Context: an optimization exercise on an open-source flow, tuned for small area, a short achievable clock period and few clock cycles. The choices shown serve that exercise and are no tape-out recipe.
Function was checked by simulation only, so behaviour that the tests miss may differ from the original.
No activity file was given, so power comes from the tool's default toggle rates.

## TPU
module TPU(
    clk,
    rst_n,
    in_valid,
    K,
    M,
    N,
    busy,
    A_wr_en,
    A_index,
    A_data_in,
    A_data_out,
    B_wr_en,
    B_index,
    B_data_in,
    B_data_out,
    C_wr_en,
    C_index,
    C_data_in,
    C_data_out
);
Size: roughly 1200 flip-flops, ~64000 µm² of cells after synthesis.
export LEC_CHECK = 0
export CAP_MARGIN = 20
export CORE_MARGIN = 2
export CORE_UTILIZATION = 60
export PLACE_DENSITY = 0.72
export SLEW_MARGIN = 20
create_clock -name core_clock -period 10.0 [get_ports {clk}]
standard.sh (not shown) runs the stock make flow with config.mk's settings and CLKGATE_MAP_FILE= SYNTH_SCRIPT=/design/flow/synth_recipe.tcl, a recipe that flattens the netlist after the stock synthesis.
==> flow/flow/run.sh <==
#!/bin/bash
# Layout: the standard flow (standard.sh, unchanged synthesis), with the
# timing repair aimed at a shorter period than the 10 ns constraint, so that
# the layout's achieved period is pushed down. The make output goes to
# standard.log; ORFS keeps each step's own log under orfs/logs/.
set -euo pipefail
cd "$(dirname "${BASH_SOURCE[0]}")/.."
bash standard.sh SETUP_SLACK_MARGIN=6.5 finish > standard.log 2>&1
Testbench counts at the start, summed over its fixed seeds: cycles 431,998.
Rerun with:
--- a/flow/config.mk
+++ b/flow/config.mk
@@ -8,5 +8,4 @@
 export CAP_MARGIN = 20
 export CORE_MARGIN = 2
-export CORE_UTILIZATION = 60
-export PLACE_DENSITY = 0.72
+export CORE_UTILIZATION = 40
 export SLEW_MARGIN = 20
The changed run produced a clean layout.
Clock skew increases by 0.0057 ns.
Sequential share of layout area decreases by 0.63 points.
Via count decreases by 1.3%.
Clock-buffer cell count increases by 2.
Final area increases by 2.0%.
Global-route usage decreases by 9.7 points.
Final cell count increases by 9.8%.
Utilization decreases by 22 points.
Flip-flop and latch count is unchanged.
Register-to-register slack gains 0.02 ns.
Rerun with:
--- a/flow/flow/run.sh
+++ b/flow/flow/run.sh
@@ -6,3 +6,3 @@
 set -euo pipefail
 cd "$(dirname "${BASH_SOURCE[0]}")/.."
-bash standard.sh SETUP_SLACK_MARGIN=6.5 finish > standard.log 2>&1
+bash standard.sh SETUP_SLACK_MARGIN=7.0 finish > standard.log 2>&1
--- a/flow/config.mk
+++ b/flow/config.mk
@@ -8,4 +8,8 @@
 export CAP_MARGIN = 20
 export CORE_MARGIN = 2
-export CORE_UTILIZATION = 40
+export CORE_UTILIZATION = 60
+export CTS_CLUSTER_DIAMETER = 90
+export CTS_CLUSTER_SIZE = 22
+export PLACE_DENSITY = 0.72
 export SLEW_MARGIN = 20
+export TNS_END_PERCENT = 50
The changed run ran to the end with no violations.
Setup slack improved by 0.22 ns.
Sequential power is about the same.
Cell area is lower by 4.3%.
Core utilization went up by 20 points.
First-iteration DRC count grows by 24%.
Wire length shrinks by 5.0%.
Critical path depth does not change.
Global-route usage rose by 9.8 points.
Rerun with:
==> flow/run.sh (new file) <==
#!/bin/bash
# synth_recipe.tcl (not shown) runs the flow's synth.tcl, then flattens the netlist and writes it again
# the make line also repeats each setting of config.mk as NAME=value (left out here)
make -C /OpenROAD-flow-scripts/flow DESIGN_CONFIG=/design/flow/config.mk WORK_HOME=/design/flow/orfs CLKGATE_MAP_FILE= SYNTH_SCRIPT=/design/flow/synth_recipe.tcl finish
--- a/flow/config.mk
+++ b/flow/config.mk
@@ -12,4 +12,5 @@
 export CTS_CLUSTER_SIZE = 22
 export PLACE_DENSITY = 0.72
+export SETUP_SLACK_MARGIN = 5
 export SLEW_MARGIN = 20
 export TNS_END_PERCENT = 50
removed: flow/flow/run.sh
removed: flow/standard.sh
Result:
- clock-buffer cell count went down by 4
- total power falls slightly
- maximum frequency drops by about a fifth
- global-route usage came out lower by 0.60 points
- critical path depth increases by 11
- wire length falls by a few percent
- synthesized area does not change
- via count shrinks slightly
- final area is lower slightly
- non-clock buffer count came out lower by 65

TPU again, from the RTL that the note above started with.
==> flow/config.mk <==
export PLATFORM = sky130hd
export DESIGN_NAME = TPU
export DESIGN_NICKNAME = TPU
export VERILOG_FILES = /design/flow/design.v
export SDC_FILE = /design/flow/constraint.sdc
export NUM_CORES = 4
export LEC_CHECK = 0
export CAP_MARGIN = 20
export CORE_MARGIN = 2
export CORE_UTILIZATION = 60
export CTS_CLUSTER_DIAMETER = 90
export CTS_CLUSTER_SIZE = 22
export PLACE_DENSITY = 0.72
export SLEW_MARGIN = 20
==> flow/constraint.sdc <==
create_clock -name core_clock -period 10.0 [get_ports {clk}]
set_input_delay 2.0000 -clock core_clock [delete_from_list [all_inputs] [get_ports {clk}]]
set_output_delay 2.0000 -clock core_clock [all_outputs]
set_load 0.01 [all_outputs]
==> flow/flow/run.sh <==
#!/bin/bash
# Layout: the standard flow (standard.sh, unchanged synthesis), with the
# timing repair aimed at a shorter period than the 10 ns constraint, so that
# the layout's achieved period is pushed down. The make output goes to
# standard.log; ORFS keeps each step's own log under orfs/logs/.
set -euo pipefail
cd "$(dirname "${BASH_SOURCE[0]}")/.."
bash standard.sh SETUP_SLACK_MARGIN=7.0 finish > standard.log 2>&1
The baseline went through all stages and came out clean.
Testbench counts at the start, summed over its fixed seeds: cycles 431,998.
Edit:
--- a/flow/config.mk
+++ b/flow/config.mk
@@ -8,7 +8,8 @@
 export CAP_MARGIN = 20
 export CORE_MARGIN = 2
-export CORE_UTILIZATION = 60
+export CORE_UTILIZATION = 70
 export CTS_CLUSTER_DIAMETER = 90
 export CTS_CLUSTER_SIZE = 22
-export PLACE_DENSITY = 0.72
+export PLACE_DENSITY = 0.8
 export SLEW_MARGIN = 20
+export TNS_END_PERCENT = 50
The changed run produced a clean layout.
Flip-flop and latch count is unchanged.
Combinational power barely changes.
Maximum frequency barely changes.
Area after synthesis stays the same.
Critical path depth stays the same.
Cell count went down by 2.9%.
Total power goes down by 0.81%.
Core utilization went up by 10 points.
First-iteration DRC count increases by 12%.

pepper:
TPU, a different RTL version from the one above (not shown whole).
Size: about 7200 cells after synthesis, roughly 460 I/O pins.
clock: 10.0 ns
lec_check: 0
cap_margin: 20
core_margin: 2
core_utilization: 40
slew_margin: 20
==> flow/flow/run.sh <==
#!/bin/bash
# Layout: the standard flow (standard.sh, unchanged synthesis), with the
# timing repair aimed at a shorter period than the 10 ns constraint, so that
# the layout's achieved period is pushed down. The make output goes to
# standard.log; ORFS keeps each step's own log under orfs/logs/.
set -euo pipefail
cd "$(dirname "${BASH_SOURCE[0]}")/.."
bash standard.sh SETUP_SLACK_MARGIN=6.5 finish > standard.log 2>&1
Testbench counts of pepper, summed over its fixed seeds: cycles 424,122.
What maple does differently from pepper at the input level:
==> flow/run.sh (new file) <==
#!/bin/bash
# synth_recipe.tcl (not shown) runs the flow's synth.tcl, then flattens the netlist and writes it again
# the make line also repeats each setting of config.mk as NAME=value (left out here)
make -C /OpenROAD-flow-scripts/flow DESIGN_CONFIG=/design/flow/config.mk WORK_HOME=/design/flow/orfs CLKGATE_MAP_FILE= SYNTH_SCRIPT=/design/flow/synth_recipe.tcl finish
removed: flow/flow/run.sh
removed: flow/standard.sh
Results
- Result for pepper and maple: all clean
- Looking at total power draw across pepper and maple, the one that comes out lower is maple.
- Compared with pepper, maple shows a higher critical path depth.
- Re wire length: pepper and maple aren't equal, and the lower value belongs to maple.
- Going from pepper to maple, number of iterations in the first detailed-routing pass grows by 1.

-- what the ideal ports hide --
In the flow no input, the clock included, has a driving cell. The finished layouts below were timed again as built, in two steps.
Step 1 (the two cells are an assumption about what drives the block):
set clk [get_ports {clk}]
set_driving_cell -lib_cell sky130_fd_sc_hd__clkbuf_16 $clk
set_driving_cell -lib_cell sky130_fd_sc_hd__buf_2 [delete_from_list [all_inputs] $clk]
Step 2 also shifts input and output timing later by t, the mid clock arrival at the registers, as if the neighbouring blocks saw the same clock.
a / b / c = ideal / step 1 / step 2; a / b = the first two.
| run | t, ns | setup slack, ns | hold WS [ns] |
|---|---|---|---|
| the first run of note 1 | 0.822 | 6.509 / 6.438 / 5.752 | 0.340 / 0.340 / 0.340 |
| the second run of note 1 | 0.856 | 6.561 / 6.477 / 5.733 | 0.347 / 0.347 / 0.347 |
| the third run of note 1 | 0.749 | 6.777 / 6.704 / 6.227 | 0.355 / 0.355 / 0.355 |
| the fourth run of note 1 | 0.758 | 5.971 / 5.971 / 5.693 | 0.352 / 0.352 / 0.352 |
| the first run of note 2 | 0.810 | 6.710 / 6.633 / 6.181 | 0.351 / 0.351 / 0.351 |
| the second run of note 2 | 0.795 | 6.706 / 6.630 / 6.239 | 0.346 / 0.346 / 0.346 |
| pepper | 0.858 | 6.437 / 6.437 / 5.678 | 0.343 / 0.343 / 0.343 |
| maple | 0.863 | 5.503 / 5.503 / 5.503 | 0.343 / 0.343 / 0.343 |
After both steps every run listed still meets setup and hold. For the second run of note 1, which loses most, drivers alone change the setup slack by -0.084 ns; drivers and shift together by -0.828 ns.
